From an optimization exercise on the open Yosys and OpenROAD flow, aimed at small area and a short achievable clock period; shortcuts taken in it are not production practice.
RTL that was checked went through simulation tests only; none was proved equivalent to the original.
No functional check of the RTL was part of runs 2 to 4.
Power figures rest on the tool's default switching activity, not on a simulated workload.

[flow/run.sh]
#!/bin/bash
# synth_recipe.tcl (not shown) runs the flow's synth.tcl, then flattens the netlist and writes it again
# the make line also repeats each setting of config.mk as NAME=value (left out here)
make -C /OpenROAD-flow-scripts/flow DESIGN_CONFIG=/design/flow/config.mk WORK_HOME=/design/flow/orfs CLKGATE_MAP_FILE= SYNTH_SCRIPT=/design/flow/synth_recipe.tcl finish
[flow/config.mk]
export PLATFORM = sky130hd
export DESIGN_NAME = alu
export DESIGN_NICKNAME = alu
export VERILOG_FILES = /design/flow/design.v
export SDC_FILE = /design/flow/constraint.sdc
export NUM_CORES = 4
export LEC_CHECK = 0
export CAP_MARGIN = 20
export CORE_MARGIN = 2
export CORE_UTILIZATION = 40
export SLEW_MARGIN = 20
[flow/constraint.sdc]
create_clock -name core_clock -period 5.0 [get_ports {clk}]
set_input_delay 1.0000 -clock core_clock [delete_from_list [all_inputs] [get_ports {clk}]]
set_output_delay 1.0000 -clock core_clock [all_outputs]
set_load 0.01 [all_outputs]
[flow/design.v]
`timescale 10ns/100ps
module alu_add (
    input  [31: 0] rs1,
    input  [31: 0] rs2,
    output [31: 0] rd
    );
    assign rd = rs1 + rs2;
endmodule
module alu_sub (
    input  [31: 0] rs1,
    input  [31: 0] rs2,
    output [31: 0] rd
    );
    assign rd = rs1 - rs2;
endmodule
module alu_sll (
    input  [31: 0] rs1,
    input  [31: 0] rs2,
    output [31: 0] rd
    );
    wire   [ 4: 0]  amount;
    assign amount = rs2[4: 0];
    assign rd = rs1 << amount;
endmodule
module alu_slt (
    input  [31: 0] rs1,
    input  [31: 0] rs2,
    output [31: 0] rd
    );
    assign rd = {31'b0, $signed(rs1) < $signed(rs2)};
endmodule
module alu_sltu (
    input  [31: 0] rs1,
    input  [31: 0] rs2,
    output [31: 0] rd
    );
    assign rd = {31'b0, rs1 < rs2};
endmodule
module alu_xor (
    input  [31: 0] rs1,
    input  [31: 0] rs2,
    output [31: 0] rd
    );
    assign rd = rs1 ^ rs2;
endmodule
module alu_srl (
    input  [31: 0] rs1,
    input  [31: 0] rs2,
    output [31: 0] rd
    );
    wire   [ 4: 0]  amount;
    assign amount = rs2[4: 0];
    assign rd = rs1 >> amount;
endmodule
module alu_sra (
    input  [31: 0] rs1,
    input  [31: 0] rs2,
    output [31: 0] rd
    );
    wire   [ 4: 0]  amount;
    assign amount = rs2[4: 0];
    assign rd = $signed(rs1) >>> amount;
endmodule
module alu_or (
    input  [31: 0] rs1,
    input  [31: 0] rs2,
    output [31: 0] rd
    );
    assign rd = rs1 | rs2;
endmodule
module alu_and (
    input  [31: 0] rs1,
    input  [31: 0] rs2,
    output [31: 0] rd
    );
    assign rd = rs1 & rs2;
endmodule
`timescale 1ns/100ps
module alu (
    input      [31: 0] rs1,
    input      [31: 0] rs2,
    input      [ 3: 0] mode,
    input              clk,
    input              reset,
    output reg [31: 0] rd
    );
    wire       [31: 0] add_out,  sub_out, sll_out, slt_out,
                       sltu_out, xor_out, srl_out, sra_out,
                       or_out,   and_out;
    alu_add iadd   (.rs1(rs1), .rs2(rs2), .rd(add_out));
    alu_sub isub   (.rs1(rs1), .rs2(rs2), .rd(sub_out));
    alu_sll isll   (.rs1(rs1), .rs2(rs2), .rd(sll_out));
    alu_slt islt   (.rs1(rs1), .rs2(rs2), .rd(slt_out));
    alu_sltu isltu (.rs1(rs1), .rs2(rs2), .rd(sltu_out));
    alu_xor ixor   (.rs1(rs1), .rs2(rs2), .rd(xor_out));
    alu_srl isrl   (.rs1(rs1), .rs2(rs2), .rd(srl_out));
    alu_sra isra   (.rs1(rs1), .rs2(rs2), .rd(sra_out));
    alu_or ior     (.rs1(rs1), .rs2(rs2), .rd(or_out));
    alu_and iand   (.rs1(rs1), .rs2(rs2), .rd(and_out));
    always @(posedge clk or posedge reset) begin
        if (reset) 
	        rd = 32'b0;
	    else
            case (mode)
                4'b0000:  rd = add_out;
                4'b1000:  rd = sub_out;
                4'b0001:  rd = sll_out;
                4'b0010:  rd = slt_out;
                4'b0011: rd = sltu_out;
                4'b0100:  rd = xor_out;
                4'b0101:  rd = srl_out;
                4'b1101:  rd = sra_out;
                4'b0110:   rd = or_out;
                4'b0111:  rd = and_out;
                default:      rd = 32'b0;
            endcase
    end
endmodule
==> results of run 1 <==
[critical path, delay by kind of cell]
kind / cells / cell delay, ps
compound gates: 7 / 2210
fa+ha+maj: 2 / 450
simple gates: 2 / 220
buf+inv: 3 / 670
[cell families (layout without fill, tap and decap cells)]
logic type,count (synthesis),count (layout),share of synthesized area (%)
adders and majority gates,99,99,13.7
DFF,32,32,8.75
and+or+nand+nor,406,406,19.8
buffers and inverters,189,256,8.75
muxes,74,74,13.7
AOI/OAI and AO/OA,492,492,34.5
xor gates and xnor gates,9,9,0.861
[layout make-up]
cell class | instances | area (µm²)
sequential | 32 | 801
multi-input combinational | 1080 | 7560
inverter | 89 | 334
timing repair buffer | 159 | 1440
tap | 285 | 357
clock inverter | 3 | 42.5
clock buffer | 5 | 125
fill | 2328 | 11900
[cell usage in the layout (no fill, tap or decap), types with 20 or more instances in the layout]
cell / count
nand3_1: 20
nor3_1: 38
buf_4: 59
ha_1: 97
o21ai_0: 111
mux2i_1: 27
a21oi_1: 133
inv_1: 84
o211ai_1: 25
mux4_2: 36
a211oi_1: 33
nor2_1: 163
clkdlybuf4s50_1: 97
nand2_1: 108
dfrtp_1: 32
[per-layer routing]
metal	share of wire, %	vias up
li1	-	4951
met1	44	5105
met2	44	627
met3	9.2	91
met4	3.6	0
met5	0	-
[where the power goes]
part           switching [mW]  leakage [nW]  internal (mW)
Combinational           0.669          3.95          0.455
Clock                   0.160        0.0798          0.235
Sequential             0.0110         0.389          0.295
Total                   0.839          4.42          0.986
[worst max path at each step]
stage / start / end / slack [ps] / depth (start not counted)
after global routing: rs1[14] / rd[0] / 440 / 13
after floorplan: rs2[2] / rd[21] / 320 / 15
after detailed placement: rs1[0] / rd[26] / 440 / 14
final: rs1[0] / rd[26] / 640 / 14
after CTS: rs1[0] / rd[26] / 740 / 14
after global placement: rs1[16] / rd[31] / 440 / 11
[per-stage QoR]
stage / hold WS (ps) / utilization [%] / worst slack (ps)
2_1_floorplan: 1120 / - / 320
3_3_place_gp: 1460 / 46.5 / 445
3_5_place_dp: 1460 / 46.5 / 436
4_1_cts: 1130 / 47.3 / 735
5_1_grt: 1180 / 47.3 / 436
6_report: 1120 / 47.3 / 642
==> summary.txt, run 1 <==
Inst Count DP: 1,645
Number of distinct library cells after synthesis: 79
Maximum level of the CTS H-tree: 2
Post-synthesis net count: 1,470
Count of buffers from port buffering: 101
Crit path time final: 4360 ps
Overall die width: 155 µm
Sequential area share after synthesis: 8.75%
Number of antenna violations at the first check in global routing: 0
Fraction of met3 tracks used by global routing: 4.51%
Number of hold-slack violations in the final timing report: 0
Core region area: 0.0226 mm²
Clock-pin slew of the registers on the worst-case setup and hold paths: 70 ps
Number of vias in the routed layout: 10,774
Chip Height: 155 µm
Post-DP HPWL: 29,800 µm
CTS Hold Buffers Added: 0
Total track usage: 32.3%
DR pass1 iterations: 5
Number of antenna diodes: 0
Crit path kind: input port to flop
Library cell with the largest summed area after synthesis: ha_1
FP Rows: 55
Fraction of layout instances using a drive strength above 1: 9.06%
Area of all placed cells without fillers: 0.0107 mm²
Cell types occupying the most area after synthesis: ha_1 13%, mux4_2 8.9%, dfrtp_1 8.7%, a21oi_1 7.3%, nor2_1 6.7%
Post-CTS setup buffers: 0
Sink Count: 32
Count of final max-slew check failures: 0
CP max stage delay: 500 ps
Layer with the highest usage after global routing: met2
Number of violations of the max-capacitance limit: 0
Initial DRC Count: 1,503
Avg WL per Cell: 24.0 µm
Cell area reported after detailed placement: 0.0105 mm²
Power per Cell Area: 171 mW/mm²
Clk Tree Root Cell: clkbuf_16
I/O pin count: 102
Full die area: 0.0241 mm²
Class of the most critical hold timing path: input port to async pin
# resized after CTS: 0
Crit path arrival time: 4550 ps
Outcome: complete, no violations
P_leak: 4.42 nW
First-pass GRT wire length: 60,600 µm
Worst-Margin Slew: 852 ps
Ordered list of cells on the worst path: clkdlybuf4s50_1 > buf_4 > ha_1 > inv_1 > fa_1 > nor2b_1 > o31a_1 > o41a_1 > o21a_1 > a311oi_1 > nor3_1 > a211oi_2 > o21ai_1 > a221o_1
Maximum frequency from static timing analysis: 229 MHz
Startpoint type of the worst setup path: input port
Yosys top cell area share: 13.3%
Number of global-route vias before repair: 10,031
Crit share post-route: 87.2%
Top_reg_cell synth: dfrtp_1
Nets: 1,536
Master of the slowest instance on the critical path: a311oi_1
Flip-flop and latch count after synthesis: 32
Synthesis-to-layout area growth: 16.5%
Initial Utilization: 40.6%
Cell Count, Final, Fillers Out: 1,653
Number of buffers created by CTS: 5
Setup TNS: 0 ps
Overall power consumption: 1.83 mW
Top-count cell post-synth: nor2_1
Total wire length after detailed routing: 39,600 µm
Aggregate global routing overflow: 0
EDFF count, synth: 0
Yosys synthesis warning count: 1
Cell area after synthesis: 0.00916 mm²
Via density per instance: 6.52
Grt met2 use: 50.4%
Maximum clock path buffer count: 2
Unrepaired setup endpoints after global routing: no
VDD IR-drop max: 0.000108 V
Maximum number of pins on one net before global-route repair: 67
Most frequent cells after synthesis: 163 x nor2_1, 133 x a21oi_1, 111 x o21ai_0
TritonCTS clock tree: built
Global placer's final weighted congestion: 1.02
Final-report setup violation count: 0
Post-Syn Instances: 1,301
Endpoint class of the critical path: flop
Met1 track demand over resource: 45.9%
Number of flip-flops under the largest register name: 32
Average cell area after synthesis: 7.04 µm²
DRC violation count after routing: 0
Largest driver fanout on the critical path: 5
Count of antenna-violating nets left after detailed routing: 0
Critical path data required time: 5190 ps
Share of flip-flops with an asynchronous set or reset after synthesis: 100%
Remaining max-slew budget at the tightest pin: 43.2%
==> run 2, diff against run 1 <==
==> flow/design.v (replaced) <==
`timescale 1ns/100ps
module alu (
    input      [31: 0] rs1,
    input      [31: 0] rs2,
    input      [ 3: 0] mode,
    input              clk,
    input              reset,
    output reg [31: 0] rd
    );
    wire sub    = mode[3] | (~mode[2] & mode[1]);           
    wire sel_as = (mode[2:0] == 3'b000);                    
    wire sel_lt = (mode[3:1] == 3'b001);                    
    wire sel_sl = (mode == 4'b0001);
    wire sel_sr = (mode[2:0] == 3'b101);                    
    wire sel_x  = (mode == 4'b0100);
    wire sel_o  = (mode == 4'b0110);
    wire sel_a  = (mode == 4'b0111);
    wire [31: 0] b = rs2 ^ {32{sub}};
    wire [32: 0] s = {1'b0, rs1} + {1'b0, b} + {32'b0, sub};
    wire         c32 = s[32];
    wire         lt  = ~c32 ^ (~mode[0] & (rs1[31] ^ rs2[31]));
    wire [31: 0] rs1_rev;
    genvar i;
    generate
        for (i = 0; i < 32; i = i + 1) begin : g_rev
            assign rs1_rev[i] = rs1[31 - i];
        end
    endgenerate
    wire [31: 0] sh_in = mode[2] ? rs1 : rs1_rev;
    wire         fill  = mode[3] & rs1[31];
    wire [31: 0] sr    = $signed({fill, sh_in}) >>> rs2[4:0];
    wire [31: 0] sr_rev;
    generate
        for (i = 0; i < 32; i = i + 1) begin : g_rrev
            assign sr_rev[i] = sr[31 - i];
        end
    endgenerate
    wire [31: 0] logic_out = ({32{sel_x}} & (rs1 ^ rs2)) |
                             ({32{sel_o}} & (rs1 | rs2)) |
                             ({32{sel_a}} & (rs1 & rs2));
    wire [31: 0] result = ({32{sel_as}} & s[31:0]) |
                          ({32{sel_sr}} & sr) |
                          ({32{sel_sl}} & sr_rev) |
                          logic_out |
                          {31'b0, sel_lt & lt};
    always @(posedge clk or posedge reset) begin
        if (reset)
            rd <= 32'b0;
        else
            rd <= result;
    end
endmodule
==> run 2 against run 1 <==
- still clean on timing, DRC and antenna
- cell count fell by 27%
- routed wire length fell by 27%
- combinational power barely moved
- critical path depth fell by 1
- utilization rose by 0.89 points
- synthesized area fell by 20%
- worst setup slack got worse by 7.2 ps
- critical endpoint is now rd[19]
==> summary.txt, run 2 <==
Outcome: complete, no violations
Via density per instance: 6.34 (-2.8%)
Number of vias in the routed layout: 7,630 (-29%)
P_leak: 3.84 nW (-13%)
Core region area: 0.0180 mm² (-20%)
First-pass GRT wire length: 43,000 µm (-29%)
Sequential cell fraction of total power: 17.3% (+0.5 points)
Yosys top cell area share: 17.6% (+4.4 points)
Fraction of layout instances using a drive strength above 1: 9.03% (-0.039 points)
Maximum frequency from static timing analysis: 229 MHz (-0.16%)
Count of final max-slew check failures: 0 (unchanged)
Maximum clock path buffer count: 2 (unchanged)
DR pass1 iterations: 6 (+1)
VDD IR-drop max: 0.000216 V (+99%)
DRC violation count after routing: 0 (unchanged)
Most frequent cells in the layout: 103 x ha_1, 99 x clkdlybuf4s50_1, 96 x nand2_1
Crit share post-route: 87.3% (+0.14 points)
Yosys synthesis warning count: 1 (unchanged)
Avg WL per Cell: 24.1 µm (+0.70%)
Synthesis-to-layout area growth: 18.3%
Full die area: 0.0194 mm² (-20%)
Utilization of the core after routing: 48.1% (+0.89 points)
Most common cell after layout, fill and taps aside: ha_1
Crit path arrival time: 4460 ps (-90 ps)
Proportion of power drawn by the clock network: 19.4% (-2.2 points)
Pint: 982 µW (-0.41%)
Wire length on met3: 2140 µm (-42%)
I/O pin count: 102 (unchanged)
Clk Tree Root Cell: clkbuf_16
Detailed-routing wirelength on met1: 12,900 µm (-25%)
Number of antenna violations at the first check in global routing: 0 (unchanged)
Length of routed met2 wiring: 13,100 µm (-24%)
Uppermost metal layer occupied by signal nets: met4
Most frequent cells after synthesis: 103 x ha_1, 96 x nand2_1, 75 x inv_1
Crit path kind: input port to flop
Count of antenna-violating nets left after detailed routing: 0 (unchanged)
Critical path data required time: 5100 ps (-90 ps)
Number of hold-slack violations in the final timing report: 0 (unchanged)
Number of flip-flops under the largest register name: 32 (unchanged)
Top_reg_cell synth: dfrtp_1
Sink Count: 32 (unchanged)
Remaining max-slew budget at the tightest pin: 27.1% (-16 points)
Class of the most critical hold timing path: input port to async pin
Top-count cell post-synth: ha_1
Overall die width: 139 µm (-10%)
Cell types occupying the most area after synthesis: ha_1 18%, dfrtp_1 11%, mux4_2 8.6%, xnor2_1 5.4%, nand2_1 4.9%
Average cell area after synthesis: 8.09 µm² (+15%)
Maximum level of the CTS H-tree: 2 (unchanged)
Setup TNS: 0 ps (unchanged)
Sequential area share after synthesis: 11.0% (+2.2 points)
Share of flip-flops with an asynchronous set or reset after synthesis: 100% (unchanged)
Switching share of power: 44.1% (-1.9 points)
Post-synthesis net count: 1,077 (-27%)
P_sw: 773 µW (-7.9%)
Post-DP HPWL: 23,800 µm (-20%)
CTS Hold Buffers Added: 0 (unchanged)
Cell area after synthesis: 0.00731 mm² (-20%)
Final-report setup violation count: 0 (unchanged)
Unrepaired setup endpoints after global routing: no
Number of buffers created by CTS: 5 (unchanged)
Largest driver fanout on the critical path: 30 (+25)
Number of distinct library cells after synthesis: 73 (-7.6%)
Worst-Margin Slew: 1090 ps (+241 ps)
Filler cells: 1,761 (-24%)
EDFF count, synth: 0 (unchanged)
Endpoint class of the critical path: flop
Number of antenna diodes: 0 (unchanged)
Initial Utilization: 40.7% (+0.13 points)
Total track usage: 28.9% (-3.4 points)
Clock-pin slew of the registers on the worst-case setup and hold paths: 60 ps (about the same)
Startpoint type of the worst setup path: input port
Number of global-route vias before repair: 6,833 (-32%)
Flip-flop and latch count after synthesis: 32 (unchanged)
Post-CTS setup buffers: 0 (unchanged)
FP Rows: 49 (-11%)
Post-Syn Instances: 903 (-31%)
Total wire length after detailed routing: 29,000 µm (-27%)
Nets: 1,148 (-25%)
Maximum number of pins on one net before global-route repair: 40 (-40%)
Power per Cell Area: 203 mW/mm² (+19%)
TritonCTS clock tree: built
Library cell with the largest summed area after synthesis: ha_1
Initial DRC Count: 905 (-40%)
Crit path time final: 4360 ps (+7.17 ps)
Portion of total power attributed to combinational logic: 63.3% (+1.7 points)
Count of buffers from port buffering: 101 (unchanged)
Chip Height: 139 µm (-10%)
Global placer's final weighted congestion: 1.02 (+0.21%)
Number of violations of the max-capacitance limit: 0 (unchanged)
Aggregate global routing overflow: 0 (unchanged)
# resized after CTS: 0 (unchanged)
-- run 2: cell count changes after synthesis, moves of 11 or more --
cell,delta
nand3_1,-11
o31ai_1,-13
a211oi_1,-21
xor2_1,+13
o211ai_1,-17
nor3_1,-28
nor2_1,-112
xnor2_1,+37
clkbuf_1,-33
a21oi_1,-69
o22ai_1,-13
o21ai_0,-42
nand2_1,-12
-- run 2: cell families (layout without fill, tap and decap cells) --
group / after synthesis / in the layout / share of synthesized area, %
flip-flops: 32 / 32 / 11.0
AND/OR/NAND/NOR: 209 / 209 / 12.7
XOR/XNOR: 59 / 59 / 7.07
adder cells (fa/ha/maj): 104 / 104 / 17.9
AO/OA/AOI/OAI: 291 / 291 / 26.8
multiplexers: 73 / 73 / 16.4
buffers and inverters: 135 / 207 / 8.16
-- run 2: critical path: stages --
cell and delay [ps]:
clkdlybuf4s50_1 470, nor2b_1 270, nor2_4 80, buf_12 190, xnor2_1 150, ha_1 340
a21oi_1 250, o21ai_0 140, a211oi_1 480, nand2_1 180, a311oi_1 340, xor2_1 380
o221ai_1 180
-- run 2: path summary, 6_finish.rpt --
path                         start  endpoint
max                        mode[1]    rd[19]
min                          reset    rd[18]
max in group asynchronous    reset     rd[2]
min in group core_clock    mode[1]     rd[0]
-- run 2: cell type report --
| type | instances | area, µm² | share of cell area, % |
|---|---|---|---|
| sequential | 32 | 801 | 9.26 |
| clock inverter | 3 | 42.5 | 0.492 |
| inverter | 76 | 285 | 3.30 |
| timing repair buffer | 123 | 1180 | 13.6 |
| clock buffer | 5 | 125 | 1.45 |
| multi-input combinational | 736 | 5930 | 68.6 |
| tap | 229 | 287 | 3.31 |
-- run 2: through the flow --
stage | cells | total power [mW] | instance area (µm²) | worst slack (ps) | hold slack (ps)
detailed placement | 1196 | 1.38 | 8480 | 447 | 1410
floorplan | 903 | 0.978 | 7310 | 870 | 1120
CTS | 1204 | 1.73 | 8640 | 710 | 1120
global route | 1204 | 1.85 | 8650 | 341 | 1160
finish | 1204 | 1.76 | 8650 | 635 | 1110
global placement | 1196 | 1.39 | 8480 | 505 | 1410
-- run 2: power groups by stage --
stage	Sequential, mW	Combinational (mW)	Clock, mW
after floorplan	0.327	0.650	0
after global placement	0.308	1.08	0
after detailed placement	0.308	1.08	0
after global routing	0.307	1.18	0.362
after CTS	0.304	1.08	0.347
final	0.303	1.11	0.340
-- run 2: routing by layer --
metal | vias to the layer above | track usage (%)
met5 | - | 0
met4 | 0 | 9.09
met3 | 53 | 3.28
met2 | 392 | 44.9
met1 | 3704 | 42.0
li1 | 3481 | -
==> run 3, diff against run 2 <==
--- a/flow/config.mk
+++ b/flow/config.mk
@@ -10,2 +10,3 @@
 export CORE_UTILIZATION = 40
+export SETUP_SLACK_MARGIN = 1.0
 export SLEW_MARGIN = 20
==> run 3 against run 2 <==
- still clean on timing, DRC and antenna
- hold slack improved by 1.4 ps
- utilization rose by 4.5 points
- total power rose by 11%
- combinational power rose by 18%
- via count rose by 3.4%
- sequential power barely moved
- largest power group unchanged
==> summary.txt, run 3 <==
Total area of sequential cells: 801 µm² (unchanged)
VDD IR-drop max: 0.000196 V (-9.1%)
TritonCTS clock tree: built
P_sw: 862 µW (+11%)
Met1 track demand over resource: 43.2% (+1.2 points)
Largest driver fanout on the critical path: 7 (-77%)
Remaining max-slew budget at the tightest pin: 30.8% (+3.7 points)
Maximum number of pins on one net before global-route repair: 40 (unchanged)
Number of vias in the routed layout: 7,889 (+3.4%)
Full die area: 0.0194 mm² (unchanged)
Endpoint class of the critical path: flop
Sink Count: 32 (unchanged)
Portion of total power attributed to combinational logic: 67.3% (+4.0 points)
Proportion of power drawn by the clock network: 17.1% (-2.3 points)
Number of buffers created by CTS: 5 (unchanged)
Core region area: 0.0180 mm² (unchanged)
Flip-flop and latch count after synthesis: 32 (unchanged)
Synthesis-to-layout area growth: 29.4%
Crit path arrival time: 3970 ps (-490 ps)
Top_reg_cell synth: dfrtp_1
Number of distinct library cells after synthesis: 73 (unchanged)
Avg WL per Cell: 24.7 µm (+2.4%)
Maximum level of the CTS H-tree: 2 (unchanged)
Total wire length after detailed routing: 30,600 µm (+5.2%)
Initial DRC Count: 969 (+7.1%)
Post-DP HPWL: 23,600 µm (-1.2%)
Cell area after synthesis: 0.00731 mm² (unchanged)
Number of hold-slack violations in the final timing report: 0 (unchanged)
Switching share of power: 44.2% (+0.18 points)
DR pass1 iterations: 6 (unchanged)
Count of final max-slew check failures: 0 (unchanged)
Number of antenna violations at the first check in global routing: 0 (unchanged)
Cell types occupying the most area after synthesis: ha_1 18%, dfrtp_1 11%, mux4_2 8.6%, xnor2_1 5.4%, nand2_1 4.9%
Post-Syn Instances: 903 (unchanged)
FP Rows: 49 (unchanged)
Final worst-path setup slack: 1130 ps (+491 ps)
Class of the most critical hold timing path: input port to async pin
Chip Height: 139 µm (unchanged)
First-pass GRT wire length: 45,400 µm (+5.6%)
Clk Tree Root Cell: clkbuf_16
Average cell area after synthesis: 8.09 µm² (unchanged)
Aggregate global routing overflow: 0 (unchanged)
Crit path kind: input port to flop
Yosys synthesis warning count: 1 (unchanged)
Most common cell after layout, fill and taps aside: clkdlybuf4s50_1
Critical path data required time: 5100 ps (about the same)
Footprint of the multi-input gates: 0.00643 mm² (+8.5%)
Initial Utilization: 40.7% (unchanged)
Most frequent cells in the layout: 97 x clkdlybuf4s50_1, 94 x ha_1, 93 x nand2_1
Count of antenna-violating nets left after detailed routing: 0 (unchanged)
Clock-pin slew of the registers on the worst-case setup and hold paths: 50 ps (about the same)
Outcome: complete, no violations
Count of buffers from port buffering: 101 (unchanged)
Worst-Margin Slew: 1040 ps (-55.5 ps)
Maximum clock path buffer count: 2 (unchanged)
Post-synthesis net count: 1,077 (unchanged)
P_leak: 4.15 nW (+8.0%)
Setup TNS: 0 ps (unchanged)
Filler cells: 1,739 (-1.2%)
Startpoint type of the worst setup path: input port
Via density per instance: 6.37 (+0.55%)
Grt met2 use: 47.4% (+2.6 points)
Fraction of layout instances using a drive strength above 1: 19.6% (+11 points)
Yosys top cell area share: 17.6% (unchanged)
Number of global-route vias before repair: 7,324 (+7.2%)
DRC violation count after routing: 0 (unchanged)
Pre-CTS WS: 346 ps (-101 ps)
Sequential cell fraction of total power: 15.6% (-1.7 points)
I/O pin count: 102 (unchanged)
Total track usage: 30.4% (+1.5 points)
Layer with the highest usage after global routing: met2
Unrepaired setup endpoints after global routing: no
Final-report setup violation count: 0 (unchanged)
Maximum frequency from static timing analysis: 258 MHz (+13%)
Number of flip-flops under the largest register name: 32 (unchanged)
Global placer's final weighted congestion: 1.02 (about the same)
Library cell with the largest summed area after synthesis: ha_1
Fraction of met3 tracks used by global routing: 3.69% (+0.41 points)
Most frequent cells after synthesis: 103 x ha_1, 96 x nand2_1, 75 x inv_1
Overall die width: 139 µm (unchanged)
Share of flip-flops with an asynchronous set or reset after synthesis: 100% (unchanged)
Number of antenna diodes: 0 (unchanged)
Crit path time final: 3870 ps (-491 ps)
Crit share post-route: 77.5% (-9.8 points)
Pint: 1.09 mW (+11%)
Number of violations of the max-capacitance limit: 0 (unchanged)
Nets: 1,182 (+3.0%)
Power per Cell Area: 206 mW/mm² (+1.5%)
Top-count cell post-synth: ha_1
EDFF count, synth: 0 (unchanged)
Sequential area share after synthesis: 11.0% (unchanged)
[run 3: cell counts after synthesis]
No cell type changed its count.
[run 3: kinds of logic after synthesis]
| family | count (synthesis) | share of synthesized area, % |
|---|---|---|
| AO/OA/AOI/OAI | 291 | 26.8 |
| AND/OR/NAND/NOR | 209 | 12.7 |
| buffers and inverters | 135 | 8.16 |
| adder cells (fa/ha/maj) | 104 | 17.9 |
| multiplexers | 73 | 16.4 |
| XOR/XNOR | 59 | 7.07 |
| flip-flops | 32 | 11.0 |
[run 3: worst max path at each step]
stage          startpoint  endpoint  slack (ps)  depth (start not counted)
3_5_place_dp      mode[3]    rd[19]         350                         12
3_3_place_gp      mode[1]    rd[19]         430                         13
2_1_floorplan     mode[1]     rd[0]        1040                         15
5_1_grt           mode[3]     rd[0]        1050                         14
6_report          mode[3]    rd[27]        1130                         14
4_1_cts           mode[1]    rd[26]         980                         15
[run 3: critical path: stages]
cell and delay [ps]:
dlygate4sd2_1 340, nor2_4 230, buf_12 160, buf_6 160, xnor2_1 130, ha_1 330
a21oi_2 300, nor2_1 90, a211oi_2 300, buf_4 180, a21oi_2 70, o21ai_1 190
xor2_1 290, o221ai_1 170
[run 3: area by class of cell]
| type | count | share of cell area, % |
|---|---|---|
| Inverter | 76 | 3.06 |
| Clock inverter | 2 | 0.371 |
| Clock buffer | 6 | 1.36 |
| Timing Repair Buffer | 157 | 15.7 |
| Tap cell | 229 | 3.03 |
| Sequential cell | 32 | 8.47 |
| Multi-Input combinational cell | 736 | 68.1 |
[run 3: metal layers]
| metal | vias to the layer above | part of all wire [%] |
|---|---|---|
| met2 | 481 | 44 |
| met3 | 79 | 9.2 |
| met1 | 3784 | 42 |
| met5 | - | 0 |
| met4 | 0 | 5.0 |
| li1 | 3545 | - |
[run 3: what timing repair did]
item	in CTS	in global routing
pin swaps	25	32
setup endpoints to repair	17	20
hold buffers	0	0
hold endpoints to repair	0	0
gates resized for setup	62	39
setup buffers	18	16
gates cloned	1	0
[run 3: metrics by stage]
| step | utilization, % | hold WS (ps) | instances | power [mW] | instance area (µm²) |
|---|---|---|---|---|---|
| after floorplan | - | 1120 | 903 | 0.978 | 7310 |
| after global placement | 47.1 | 1410 | 1195 | 1.40 | 8470 |
| after detailed placement | 47.1 | 1410 | 1195 | 1.40 | 8470 |
| after CTS | 50.7 | 1130 | 1222 | 1.84 | 9100 |
| after global routing | 52.6 | 1170 | 1238 | 2.04 | 9460 |
| final | 52.6 | 1120 | 1238 | 1.95 | 9460 |
[run 3: power by group through the flow]
stage	clock network (mW)	logic (mW)	registers, mW
after floorplan	0	0.651	0.327
after global placement	0	1.09	0.308
after detailed placement	0	1.09	0.309
after CTS	0.338	1.20	0.304
after global routing	0.348	1.39	0.308
final	0.333	1.31	0.304
==> run 4, diff against run 3 <==
==> flow/flow/run.sh (new file) <==
#!/bin/bash
# Standard ORFS layout, with plain buf_1 cells as the port buffers.
set -euo pipefail
export BUFFER_PORTS_ARGS="-buffer_cell sky130_fd_sc_hd__buf_1"
bash standard.sh finish > flow_make.log 2>&1
==> flow/standard.sh (new file) <==
#!/bin/bash
# synth_recipe.tcl (not shown) runs the flow's synth.tcl, then flattens the netlist and writes it again
# the make line also repeats each setting of config.mk as NAME=value (left out here)
make -C /OpenROAD-flow-scripts/flow DESIGN_CONFIG=/design/flow/config.mk WORK_HOME=/design/flow/orfs CLKGATE_MAP_FILE= SYNTH_SCRIPT=/design/flow/synth_recipe.tcl "${@:-finish}"
--- a/flow/config.mk
+++ b/flow/config.mk
@@ -10,3 +10,2 @@
 export CORE_UTILIZATION = 40
-export SETUP_SLACK_MARGIN = 1.0
 export SLEW_MARGIN = 20
removed: flow/run.sh
==> run 4 against run 3 <==
- sequential share of layout area increased by 1.6 points
- final area decreased by 16%
- count of clock-buffer cells in the layout unchanged
- first-iteration DRC count decreased by 5.9%
- synthesized cell count unchanged
- via count decreased by 3.2%
- synthesized area unchanged
- global-route usage decreased by 1.8 points
- total power decreased by 18%
- hold slack got worse by 340 ps
- fmax decreased by 9.7%
- utilization decreased by 8.2 points
==> summary.txt, run 4 <==
Outcome: complete, no violations
Unrepaired setup endpoints after global routing: no
Startpoint type of the worst setup path: input port
Maximum level of the CTS H-tree: 2 (unchanged)
Remaining max-slew budget at the tightest pin: 36.6% (+5.8 points)
Sequential area share after synthesis: 11.0% (unchanged)
Most common cell after layout, fill and taps aside: ha_1
Post-CTS setup buffers: 0 (-18)
Ordered list of cells on the worst path: buf_1 > nor2_4 > buf_4 > xnor2_1 > ha_1 > and3_4 > and2_1 > a221o_1 > a221o_1 > a21o_1 > a31oi_1 > a41oi_1 > o221ai_1
CP bufs+invs: 2 (-2)
Most frequent cells after synthesis: 103 x ha_1, 96 x nand2_1, 75 x inv_1
Global placer's final weighted congestion: 1.03 (+1.5%)
Yosys top cell area share: 17.6% (unchanged)
Count of antenna-violating nets left after detailed routing: 0 (unchanged)
Library cell with the largest summed area after synthesis: ha_1
Crit path arrival time: 4460 ps (+490 ps)
Post-DP HPWL: 23,300 µm (-0.99%)
Number of hold-slack violations in the final timing report: 0 (unchanged)
Fraction of layout instances using a drive strength above 1: 8.82% (-11 points)
Cell types occupying the most area after synthesis: ha_1 18%, dfrtp_1 11%, mux4_2 8.6%, xnor2_1 5.4%, nand2_1 4.9%
Cell area after synthesis: 0.00731 mm² (unchanged)
Power per Cell Area: 200 mW/mm² (-2.7%)
Final-report setup violation count: 0 (unchanged)
Maximum number of pins on one net before global-route repair: 40 (unchanged)
Most frequent cells in the layout: 103 x ha_1, 99 x buf_1, 96 x nand2_1
Critical path data required time: 5170 ps (+70 ps)
Average cell area after synthesis: 8.09 µm² (unchanged)
Clk Tree Root Cell: clkbuf_16
EDFF count, synth: 0 (unchanged)
Length of routed met2 wiring: 12,300 µm (-8.2%)
Avg WL per Cell: 23.6 µm (-4.4%)
Number of antenna violations at the first check in global routing: 0 (unchanged)
# resized after CTS: 0 (-100%)
Endpoint class of the critical path: flop
Share of flip-flops with an asynchronous set or reset after synthesis: 100% (unchanged)
Total track usage: 28.5% (-1.8 points)
Crit path time final: 4290 ps (+419 ps)
Number of violations of the max-capacitance limit: 0 (unchanged)
Count of final max-slew check failures: 0 (unchanged)
Via density per instance: 6.34 (-0.43%)
Crit share post-route: 85.9% (+8.4 points)
Nets: 1,149 (-2.8%)
Detailed-routing wirelength on met1: 12,200 µm (-5.4%)
Clock-pin slew of the registers on the worst-case setup and hold paths: 50 ps (about the same)
VDD IR-drop max: 0.000298 V (+52%)
CTS Hold Buffers Added: 0 (unchanged)
Initial Utilization: 40.7% (unchanged)
P_leak: 3.57 nW (-14%)
Cell Count, Final, Fillers Out: 1,204 (-2.7%)
Number of antenna diodes: 0 (unchanged)
First-pass GRT wire length: 42,700 µm (-5.9%)
DR pass1 iterations: 7 (+1)
Chip Height: 139 µm (unchanged)
DRC violation count after routing: 0 (unchanged)
Sink Count: 32 (unchanged)
FP Rows: 49 (unchanged)
Filler cells: 1,841 (+5.9%)
Maximum clock path buffer count: 2 (unchanged)
Yosys synthesis warning count: 1 (unchanged)
Uppermost metal layer occupied by signal nets: met4
Overall die width: 139 µm (unchanged)
Count of buffers from port buffering: 101 (unchanged)
Worst-Margin Slew: 950 ps (-86.9 ps)
Number of global-route vias before repair: 6,826 (-6.8%)
Setup TNS: 0 ps (unchanged)
Post-Syn Instances: 903 (unchanged)
Top-count cell post-synth: ha_1
Inst Count DP: 1,197 (+0.17%)
CP delay by family, top: compound AO/OA/AOI/OAI gates
Core region area: 0.0180 mm² (unchanged)
Number of buffers created by CTS: 5 (unchanged)
Top_reg_cell synth: dfrtp_1
Initial DRC Count: 912 (-5.9%)
Master of the slowest instance on the critical path: nor2_4
Class of the most critical hold timing path: input port to async pin
I/O pin count: 102 (unchanged)
Number of distinct library cells after synthesis: 73 (unchanged)
Aggregate global routing overflow: 0 (unchanged)
CP max stage delay: 600 ps (+260 ps)
Wire length on met3: 2660 µm (-5.3%)
Number of vias in the routed layout: 7,639 (-3.2%)
Largest driver fanout on the critical path: 19 (+12)
Most common cell type on the critical path: a221o_1
Flip-flop and latch count after synthesis: 32 (unchanged)
Crit path kind: input port to flop
Total wire length after detailed routing: 28,400 µm (-7.0%)
Synthesis-to-layout area growth: 9.24%
TritonCTS clock tree: built
Number of flip-flops under the largest register name: 32 (unchanged)
Maximum frequency from static timing analysis: 233 MHz (-9.7%)
Full die area: 0.0194 mm² (unchanged)
Post-synthesis net count: 1,077 (unchanged)
## run 4: cell types whose count changed in the layout (fill, tap and decap cells not counted), moves of 4 or more
cell,delta
buf_1,+99
clkdlybuf4s50_1,-97
buf_4,-28
a21oi_1,+17
a21oi_2,-16
xnor2_1,+14
xnor2_2,-13
ha_1,+9
ha_2,-5
o21ai_0,+5
ha_4,-4
## run 4: metal layers
metal,vias up,GRT usage [%]
met5,-,0
met4,0,10.7
met3,77,4.01
met2,420,43.6
met1,3667,40.9
li1,3475,-
## run 4: metrics by stage
step	worst slack, ps	util (%)	total power [mW]	hold WS (ps)	instance area [µm²]
after global placement	575	43.7	1.30	1070	7850
final	707	44.5	1.60	775	7990
after floorplan	870	-	0.978	1120	7310
after global routing	467	44.5	1.70	825	7990
after detailed placement	464	43.7	1.30	1080	7850
after CTS	733	44.5	1.58	790	7990
## run 4: final cells by class
type	count	area (µm²)	area share (%)
clock buffers	6	129	1.61
inverters	76	285	3.57
flip-flops and latches	32	801	10.0
repair buffers	124	554	6.94
well taps	229	287	3.59
clock inverters	1	5.00	0.0627
multi-input cells	736	5920	74.2
## run 4: power by group
group / internal, mW / switching, mW / leakage [nW]
combinational: 0.374 / 0.649 / 3.08
clock: 0.180 / 0.0947 / 0.0667
sequential: 0.294 / 0.00927 / 0.418
## run 4: cell families (layout without fill, tap and decap cells)
kind of cell	count (synthesis)	in the layout	synth area share [%]
compound gates	291	291	26.8
simple gates	209	209	12.7
buf+inv	135	207	8.16
fa+ha+maj	104	104	17.9
mux	73	73	16.4
xor+xnor	59	59	7.07
flops	32	32	11.0
## run 4: path summary, 6_finish.rpt
| kind | from | endpoint | depth (start not counted) |
|---|---|---|---|
| max | mode[3] | rd[30] | 13 |
| min | reset | rd[25] | 3 |
| max in group asynchronous | reset | rd[13] | 3 |
| min in group core_clock | mode[1] | rd[0] | 4 |
## run 4: worst min-delay path, delay by kind of cell
kind	cells	cell delay (ps)
buf+inv	3	460
==> run 5, diff against run 4 <==
--- a/flow/design.v
+++ b/flow/design.v
@@ -9,2 +9,3 @@
     );
+    localparam ARCH = 0;
     wire sub    = mode[3] | (~mode[2] & mode[1]);           
@@ -17,8 +18,40 @@
     wire sel_a  = (mode == 4'b0111);
-    wire [31: 0] b = rs2 ^ {32{sub}};
-    wire [32: 0] s = {1'b0, rs1} + {1'b0, b} + {32'b0, sub};
-    wire         c32 = s[32];
+    wire [31: 0] b  = rs2 ^ {32{sub}};
+    wire [31: 0] pb = rs1 ^ b;
+    wire [31: 0] gb = rs1 & b;
+    wire [31: 0] pl = pb;
+    wire [31: 0] gl = gb;
+    wire [31: 0] G [0:5];
+    wire [31: 0] P [0:5];
+    assign G[0] = {gb[31:1], gb[0] | (pb[0] & sub)};
+    assign P[0] = pb;
+    genvar l, i;
+    generate
+        for (l = 0; l < 5; l = l + 1) begin : g_lvl
+            for (i = 0; i < 32; i = i + 1) begin : g_bit
+                if (ARCH == 0) begin : g_skl
+                    if ((i >> l) & 1) begin : g_op
+                        assign G[l+1][i] = G[l][i] | (P[l][i] & G[l][((i >> l) << l) - 1]);
+                        assign P[l+1][i] = P[l][i] & P[l][((i >> l) << l) - 1];
+                    end else begin : g_pass
+                        assign G[l+1][i] = G[l][i];
+                        assign P[l+1][i] = P[l][i];
+                    end
+                end else if (ARCH == 2) begin : g_ks
+                    if (i >= (1 << l)) begin : g_op
+                        assign G[l+1][i] = G[l][i] | (P[l][i] & G[l][i - (1 << l)]);
+                        assign P[l+1][i] = P[l][i] & P[l][i - (1 << l)];
+                    end else begin : g_pass
+                        assign G[l+1][i] = G[l][i];
+                        assign P[l+1][i] = P[l][i];
+                    end
+                end
+            end
+        end
+    endgenerate
+    wire [32: 0] c  = {G[5], sub};
+    wire [31: 0] s  = pb ^ c[31:0];
+    wire         c32 = c[32];
     wire         lt  = ~c32 ^ (~mode[0] & (rs1[31] ^ rs2[31]));
     wire [31: 0] rs1_rev;
-    genvar i;
     generate
@@ -37,6 +70,5 @@
     endgenerate
-    wire [31: 0] logic_out = ({32{sel_x}} & (rs1 ^ rs2)) |
-                             ({32{sel_o}} & (rs1 | rs2)) |
-                             ({32{sel_a}} & (rs1 & rs2));
-    wire [31: 0] result = ({32{sel_as}} & s[31:0]) |
+    wire [31: 0] logic_out = ({32{sel_x | sel_o}} & pl) |
+                             ({32{sel_a | sel_o}} & gl);
+    wire [31: 0] result = ({32{sel_as}} & s) |
                           ({32{sel_sr}} & sr) |
==> run 5 against run 4 <==
- synthesized area shrank 24%
- via count shrank 25%
- cell count shrank 27%
- still clean on timing, DRC and antenna
- count of clock-buffer cells in the layout grew 2
- sequential share of layout area grew 2.7 points
- sequential power is essentially flat
- utilization grew 1.4 points
- hold slack lost 4.9 ps
- non-clock buffer count shrank 5
- combinational power shrank 21%
==> summary.txt, run 5 <==
Outcome: complete, no violations
Class of the most critical hold timing path: input port to async pin
Post-DP HPWL: 15,800 µm (-32%)
DRC violation count after routing: 0 (unchanged)
TritonCTS clock tree: built
Proportion of power drawn by the clock network: 21.5% (+4.3 points)
Fraction of layout instances using a drive strength above 1: 14.6% (+5.7 points)
Power per Cell Area: 224 mW/mm² (+12%)
Avg WL per Cell: 22.8 µm (-3.2%)
Number of distinct library cells after synthesis: 69 (-5.5%)
Maximum number of pins on one net before global-route repair: 40 (unchanged)
Number of buffers created by CTS: 5 (unchanged)
Total wire length after detailed routing: 20,100 µm (-29%)
Number of antenna violations at the first check in global routing: 0 (unchanged)
Critical Path Start: mode[2]
Clock-pin slew of the registers on the worst-case setup and hold paths: 50 ps (about the same)
Initial DRC Count: 711 (-22%)
Pint: 823 µW (-3.0%)
Inst Count DP: 873 (-27%)
Post-CTS setup buffers: 0 (unchanged)
Pre-CTS WS: 610 ps (+146 ps)
Via density per instance: 6.49 (+2.3%)
Count of antenna-violating nets left after detailed routing: 0 (unchanged)
Yosys synthesis warning count: 1 (unchanged)
I/O pin count: 102 (unchanged)
Count of final max-slew check failures: 0 (unchanged)
Clk Tree Root Cell: clkbuf_16
Number of global-route vias before repair: 5,385 (-21%)
Portion of total power attributed to combinational logic: 56.8% (-7.1 points)
Crit path arrival time: 4310 ps (-150 ps)
P_sw: 590 µW (-22%)
Library cell with the largest summed area after synthesis: mux4_2
Remaining max-slew budget at the tightest pin: 52.3% (+16 points)
FP Rows: 43 (-12%)
Chip Height: 122 µm (-12%)
Number of hold-slack violations in the final timing report: 0 (unchanged)
Filler cells: 1,393 (-24%)
Share of synthesized area spent on multiplexers: 27.5% (+11 points)
First-pass GRT wire length: 31,000 µm (-27%)
Most common cell after layout, fill and taps aside: buf_1
Most frequent cells in the layout: 99 x buf_1, 45 x nand2_1, 39 x nor2_1
Count of buffers from port buffering: 101 (unchanged)
Footprint of the multi-input gates: 0.00454 mm² (-23%)
Post-synthesis xor/xnor area fraction: 6.59% (-0.48 points)
Global placer's final weighted congestion: 0.986 (-4.5%)
Overall die width: 122 µm (-12%)
Cell types occupying the most area after synthesis: mux4_2 15%, dfrtp_1 14%, ha_1 7.2%, xnor2_1 5.6%, mux2i_1 5.4%
Post-synthesis net count: 728 (-32%)
Crit share post-route: 83.2% (-2.6 points)
Overall power consumption: 1.41 mW (-12%)
Cell Count, Final, Fillers Out: 881 (-27%)
Total area of sequential cells: 801 µm² (unchanged)
Basic-gate share of the synthesized area counting and, or, nand and nor cells: 12.3% (-0.43 points)
Endpoint class of the critical path: flop
Cell area reported after detailed placement: 0.00617 mm² (-21%)
Initial Utilization: 40.5% (-0.17 points)
Sequential area share after synthesis: 14.3% (+3.4 points)
Flip-flop and latch count after synthesis: 32 (unchanged)
Number of flip-flops under the largest register name: 32 (unchanged)
Synthesis-to-layout area growth: 13.1%
Number of vias in the routed layout: 5,721 (-25%)
Number of antenna diodes: 0 (unchanged)
Cell area after synthesis: 0.00558 mm² (-24%)
Unrepaired setup endpoints after global routing: no
P_leak: 2.41 nW (-32%)
Top_reg_cell synth: dfrtp_1
Full die area: 0.0149 mm² (-23%)
Sink Count: 32 (unchanged)
Final worst-path setup slack: 840 ps (+132 ps)
Fraction of the mapped netlist area in compound gates: 25.5% (-1.3 points)
Critical path data required time: 5150 ps (-20 ps)
Average cell area after synthesis: 8.99 µm² (+11%)
Nets: 807 (-30%)
Maximum frequency from static timing analysis: 240 MHz (+3.2%)
Switching share of power: 41.8% (-5.2 points)
Synth Area in Adders: 8.97% (-8.9 points)
Post-Syn Instances: 621 (-31%)
Top-count cell post-synth: nand2_1
Largest driver fanout on the critical path: 16 (-3)
Yosys top cell area share: 15.3% (-2.3 points)
Share of flip-flops with an asynchronous set or reset after synthesis: 100% (unchanged)
VDD IR-drop max: 0.000146 V (-51%)
Worst setup path endpoint: rd[26]
Startpoint type of the worst setup path: input port
DR pass1 iterations: 8 (+1)
Area of all placed cells without fillers: 0.00631 mm² (-21%)
# resized after CTS: 0 (unchanged)
Maximum clock path buffer count: 2 (unchanged)
Sequential cell fraction of total power: 21.7% (+2.7 points)
Crit path time final: 4160 ps (-132 ps)
Crit path kind: input port to flop
Setup TNS: 0 ps (unchanged)
Aggregate global routing overflow: 0 (unchanged)
Final-report setup violation count: 0 (unchanged)
Core region area: 0.0138 mm² (-23%)
Most frequent cells after synthesis: 45 x nand2_1, 39 x nor2_1, 38 x a21oi_1, 38 x mux4_2, 37 x o21ai_0
Maximum level of the CTS H-tree: 2 (unchanged)
CTS Hold Buffers Added: 0 (unchanged)
Dominant combinational cell family by area after synthesis: multiplexers
Worst-Margin Slew: 715 ps (-236 ps)
Total track usage: 27.2% (-1.3 points)
EDFF count, synth: 0 (unchanged)
Number of violations of the max-capacitance limit: 0 (unchanged)
## run 5: cell types whose count changed in the layout (fill, tap and decap cells not counted), moves of 9 or more
cell	change
nand2_1	-51
nor2_1	-11
o211ai_1	+11
xnor2_1	-9
a222oi_1	+11
ha_1	-71
o221ai_1	-14
o21ai_0	-32
a21oi_1	-27
inv_1	-63
mux2_2	+11
mux4_2	+10
## run 5: kinds of logic after synthesis
group,after synthesis
xor+xnor,42
mux,99
buf+inv,62
flops,32
fa+ha+maj,37
simple gates,145
compound gates,204
## run 5: worst min-delay path by stage
stage,start,to,depth (start not counted)
2_1_floorplan,reset,rd[0],1
3_3_place_gp,reset,rd[28],3
3_5_place_dp,reset,rd[28],3
4_1_cts,reset,rd[28],3
5_1_grt,reset,rd[28],3
6_report,reset,rd[28],3
## run 5: metal layers
metal / GRT usage, % / vias up / wire length (µm)
met5: 0 / - / 0
met2: 41.7 / 282 / 8960
met3: 3.75 / 21 / 1650
met4: 6.25 / 0 / 316
li1: - / 2617 / -
met1: 40.6 / 2801 / 9200
## run 5: through the flow
step	hold slack, ps	util, %
final	770	45.8
after global routing	824	45.8
after CTS	786	45.8
after detailed placement	1080	44.8
after global placement	1070	44.8
after floorplan	1120	-
## run 5: power by group through the flow
stage	Combinational [mW]	Sequential (mW)	Clock [mW]
2_1_floorplan	0.530	0.334	0
3_3_place_gp	0.775	0.311	0
3_5_place_dp	0.783	0.312	0
4_1_cts	0.788	0.307	0.311
5_1_grt	0.874	0.310	0.321
6_report	0.802	0.307	0.304
## run 5: area by class of cell
type | count | area share [%]
Timing Repair Buffer | 119 | 8.58
Sequential cell | 32 | 12.7
Clock buffer | 8 | 2.32
Inverter | 15 | 0.892
Tap cell | 180 | 3.57
Multi-Input combinational cell | 527 | 72.0
## run 5: worst max-delay path, stage by stage
cell	delay, ps
clkbuf_2	100
inv_1	130
a21oi_4	430
buf_12	230
buf_4	150
xnor2_1	130
ha_1	350
a21o_1	210
a21oi_1	150
o21ai_0	220
or3_1	370
o221a_2	260
or2_2	300
a211o_1	260
==> run 6, diff against run 5 <==
--- a/flow/config.mk
+++ b/flow/config.mk
@@ -9,3 +9,3 @@
 export CORE_MARGIN = 2
-export CORE_UTILIZATION = 40
+export CORE_UTILIZATION = 70
 export SLEW_MARGIN = 20
==> run 6 against run 5 <==
- still clean on timing, DRC and antenna
- total power decreased by 2.9%
- synthesized area unchanged
- die area shrank 42%
- worst setup slack lost 93 ps
- clock power fell by 18%
- non-clock buffer count shrank 7
- first-iteration DRC count increased by 43%
- cell count is 9.6% lower
- combinational power rose by 2%
- critical endpoint is now rd[29]
- largest cell class unchanged
==> summary.txt, run 6 <==
Outcome: complete, no violations
Maximum number of pins on one net before global-route repair: 40 (unchanged)
Pint: 769 µW (-6.5%)
Critical path data required time: 5170 ps (+20 ps)
Remaining max-slew budget at the tightest pin: 28.3% (-24 points)
Maximum level of the CTS H-tree: 2 (unchanged)
P_leak: 2.36 nW (-2.3%)
DRC violation count after routing: 0 (unchanged)
Startpoint type of the worst setup path: input port
Count of antenna-violating nets left after detailed routing: 0 (unchanged)
Portion of total power attributed to combinational logic: 59.5% (+2.7 points)
P_sw: 603 µW (+2.1%)
Avg WL per Cell: 24.9 µm (+8.8%)
Uppermost metal layer occupied by signal nets: met4
Number of violations of the max-capacitance limit: 0 (unchanged)
Chip Height: 93.3 µm (-24%)
Flip-flop and latch count after synthesis: 32 (unchanged)
FP Rows: 32 (-26%)
Sink Count: 32 (unchanged)
Average cell area after synthesis: 8.99 µm² (unchanged)
Via density per instance: 7.71 (+19%)
Full die area: 0.00870 mm² (-42%)
Overall die width: 93.3 µm (-24%)
CP max stage delay: 490 ps (+60 ps)
Overall power consumption: 1.37 mW (-2.9%)
Top_reg_cell synth: dfrtp_1
Endpoint class of the critical path: flop
Total track usage: 46.1% (+19 points)
Crit share post-route: 85.1% (+1.9 points)
Aggregate global routing overflow: 0 (unchanged)
CTS Hold Buffers Added: 0 (unchanged)
Most frequent cells in the layout: 99 x buf_1, 45 x nand2_1, 39 x nor2_1
Number of antenna violations at the first check in global routing: 1 (+1)
Class of the most critical hold timing path: input port to async pin
Largest driver fanout on the critical path: 22 (+6)
Most common cell after layout, fill and taps aside: buf_1
Wire length on met3: 2800 µm (+70%)
Fraction of layout instances using a drive strength above 1: 14.1% (-0.43 points)
Proportion of power drawn by the clock network: 18.0% (-3.5 points)
Number of antenna diodes: 0 (unchanged)
Cell types occupying the most area after synthesis: mux4_2 15%, dfrtp_1 14%, ha_1 7.2%, xnor2_1 5.6%, mux2i_1 5.4%
Post-DP HPWL: 14,900 µm (-6.0%)
Sequential area share after synthesis: 14.3% (unchanged)
Number of global-route vias before repair: 5,782 (+7.4%)
Cell Count, Final, Fillers Out: 796 (-9.6%)
Inst Count DP: 788 (-9.7%)
Count of buffers from port buffering: 101 (unchanged)
Maximum frequency from static timing analysis: 235 MHz (-2.2%)
Length of routed met2 wiring: 8780 µm (-2.1%)
Crit path kind: input port to flop
Core region area: 0.00773 mm² (-44%)
Power per Cell Area: 224 mW/mm² (+0.25%)
Synthesis-to-layout area growth: 9.57%
Yosys top cell area share: 15.3% (unchanged)
Cell area after synthesis: 0.00558 mm² (unchanged)
Number of buffers created by CTS: 5 (unchanged)
Crit path time final: 4250 ps (+92.5 ps)
I/O pin count: 102 (unchanged)
Clock-pin slew of the registers on the worst-case setup and hold paths: 70 ps (+20 ps)
Nets: 800 (-0.87%)
Post-synthesis net count: 728 (unchanged)
Maximum clock path buffer count: 2 (unchanged)
Ordered list of cells on the worst path: buf_1 > a21oi_4 > buf_12 > xnor2_1 > ha_1 > and3_1 > and4_1 > a32oi_1 > a21oi_1 > o31a_1 > o2111ai_1 > or3b_1
Most frequent cells after synthesis: 45 x nand2_1, 39 x nor2_1, 38 x a21oi_1, 38 x mux4_2, 37 x o21ai_0
Total wire length after detailed routing: 19,800 µm (-1.7%)
Initial Utilization: 72.2% (+32 points)
Detailed-routing wirelength on met1: 7360 µm (-20%)
Number of flip-flops under the largest register name: 32 (unchanged)
Post-Syn Instances: 621 (unchanged)
First-pass GRT wire length: 31,000 µm (+0.18%)
Initial DRC Count: 1,019 (+43%)
VDD IR-drop max: 0.000109 V (-26%)
Crit path arrival time: 4420 ps (+110 ps)
Setup TNS: 0 ps (unchanged)
DR pass1 iterations: 10 (+2)
Count of final max-slew check failures: 0 (unchanged)
Library cell with the largest summed area after synthesis: mux4_2
Post-CTS setup buffers: 0 (unchanged)
Worst-Margin Slew: 1070 ps (+355 ps)
Number of hold-slack violations in the final timing report: 0 (unchanged)
Global placer's final weighted congestion: 1.06 (+7.7%)
Unrepaired setup endpoints after global routing: no
Switching share of power: 43.9% (+2.1 points)
# resized after CTS: 0 (unchanged)
Number of vias in the routed layout: 6,134 (+7.2%)
Yosys synthesis warning count: 1 (unchanged)
Number of distinct library cells after synthesis: 69 (unchanged)
TritonCTS clock tree: built
Final-report setup violation count: 0 (unchanged)
Master of the slowest instance on the critical path: a21oi_4
Top-count cell post-synth: nand2_1
Sequential cell fraction of total power: 22.4% (+0.7 points)
EDFF count, synth: 0 (unchanged)
Clk Tree Root Cell: clkbuf_8
Share of flip-flops with an asynchronous set or reset after synthesis: 100% (unchanged)
[run 6: cell counts after synthesis]
Identical to the previous run, type by type.
[run 6: worst paths after layout]
path,start,end,slack [ps],cells past startpoint
max,mode[3],rd[29],750,12
min,reset,rd[0],770,2
max in group asynchronous,reset,rd[18],3810,2
min in group core_clock,rs2[17],rd[17],1290,5
[run 6: layer usage]
metal	track usage [%]	up-vias
li1	-	2606
met1	65.6	2845
met2	70.1	586
met3	8.14	97
met4	17.4	0
met5	0	-
[run 6: critical path: cells and delay by family]
family	cells	cell delay, ps
AOI/OAI and AO/OA	5	1640
xor gates and xnor gates	1	140
adders and majority gates	1	320
buffers and inverters	2	480
and+or+nand+nor	3	820
[run 6: final cells by class]
cell class | count | area, µm²
clock buffers | 6 | 72.6
clock inverters | 2 | 35.0
fillers | 531 | 1610
inverters | 15 | 56.3
multi-input cells | 527 | 4550
flip-flops and latches | 32 | 801
well taps | 102 | 128
repair buffers | 112 | 477
[run 6: cell families (layout without fill, tap and decap cells)]
kind of cell               count (synthesis)  in the layout  synth area share, %
AOI/OAI and AO/OA                        204            204                 25.5
xor gates and xnor gates                  42             42                 6.59
adders and majority gates                 37             37                 8.97
buffers and inverters                     62            135                 4.75
DFF                                       32             32                 14.3
muxes                                     99             99                 27.5
and+or+nand+nor                          145            145                 12.3
[run 6: stage by stage]
| stage | hold slack [ps] | instance area, µm² | setup WS, ps | utilization, % |
|---|---|---|---|---|
| 2_1_floorplan | 1120 | 5580 | 442 | - |
| 3_3_place_gp | 1280 | 6010 | 699 | 77.8 |
| 3_5_place_dp | 1320 | 6010 | 531 | 77.8 |
| 4_1_cts | 1010 | 6120 | 816 | 79.1 |
| 5_1_grt | 862 | 6120 | 508 | 79.1 |
| 6_report | 767 | 6120 | 747 | 79.1 |
[run 6: power by group through the flow]
| stage | sequential (mW) | combinational (mW) | clock (mW) |
|---|---|---|---|
| 6_report | 0.308 | 0.817 | 0.248 |
| 5_1_grt | 0.312 | 0.869 | 0.252 |
| 4_1_cts | 0.308 | 0.784 | 0.244 |
| 3_5_place_dp | 0.313 | 0.773 | 0 |
| 3_3_place_gp | 0.312 | 0.745 | 0 |
| 2_1_floorplan | 0.334 | 0.530 | 0 |

## separate check: timing with driven ports
The flow's constraints put no driver on any port. The routed layouts listed below were extracted and timed again, unchanged, in two steps.
Step 1 (the two cells are an assumption about what drives the block):
set clk [get_ports {clk}]
set_driving_cell -lib_cell sky130_fd_sc_hd__clkbuf_16 $clk
set_driving_cell -lib_cell sky130_fd_sc_hd__buf_2 [delete_from_list [all_inputs] $clk]
Step 2 times the ports against the registers' clock, not the clock port: input delays grow and output delays shrink by t, the midpoint of the rising clock arrivals with the driver on.
Slacks: no drivers / after step 1 / after step 2; pairs: no drivers / after step 1.
| run | shift t [ns] | setup slack, ns | worst hold slack (ns) | clock arrival spread, ns | pins driven straight from the clock port |
|---|---|---|---|---|---|
| run 1 | 0.348 | 0.642 / 0.670 / 0.322 | 1.118 / 1.092 / 1.440 | 0.010 / 0.010 | 1 |
| run 2 | 0.302 | 0.635 / 0.642 / 0.339 | 1.114 / 1.105 / 1.407 | 0.007 / 0.007 | 1 |
| run 3 | 0.297 | 1.126 / 1.140 / 0.843 | 1.115 / 1.105 / 1.402 | 0.006 / 0.006 | 1 |
| run 4 | 0.297 | 0.707 / 0.719 / 0.421 | 0.775 / 0.764 / 1.062 | 0.008 / 0.007 | 1 |
| run 5 | 0.312 | 0.840 / 0.851 / 0.539 | 0.770 / 0.749 / 1.062 | 0.009 / 0.009 | 1 |
| run 6 | 0.319 | 0.747 / 0.752 / 0.433 | 0.767 / 0.760 / 1.078 | 0.006 / 0.005 | 1 |
After both steps setup and hold are still met in every run listed. For run 1, which loses most, drivers alone change the setup slack by +0.028 ns; drivers and shift together by -0.320 ns.
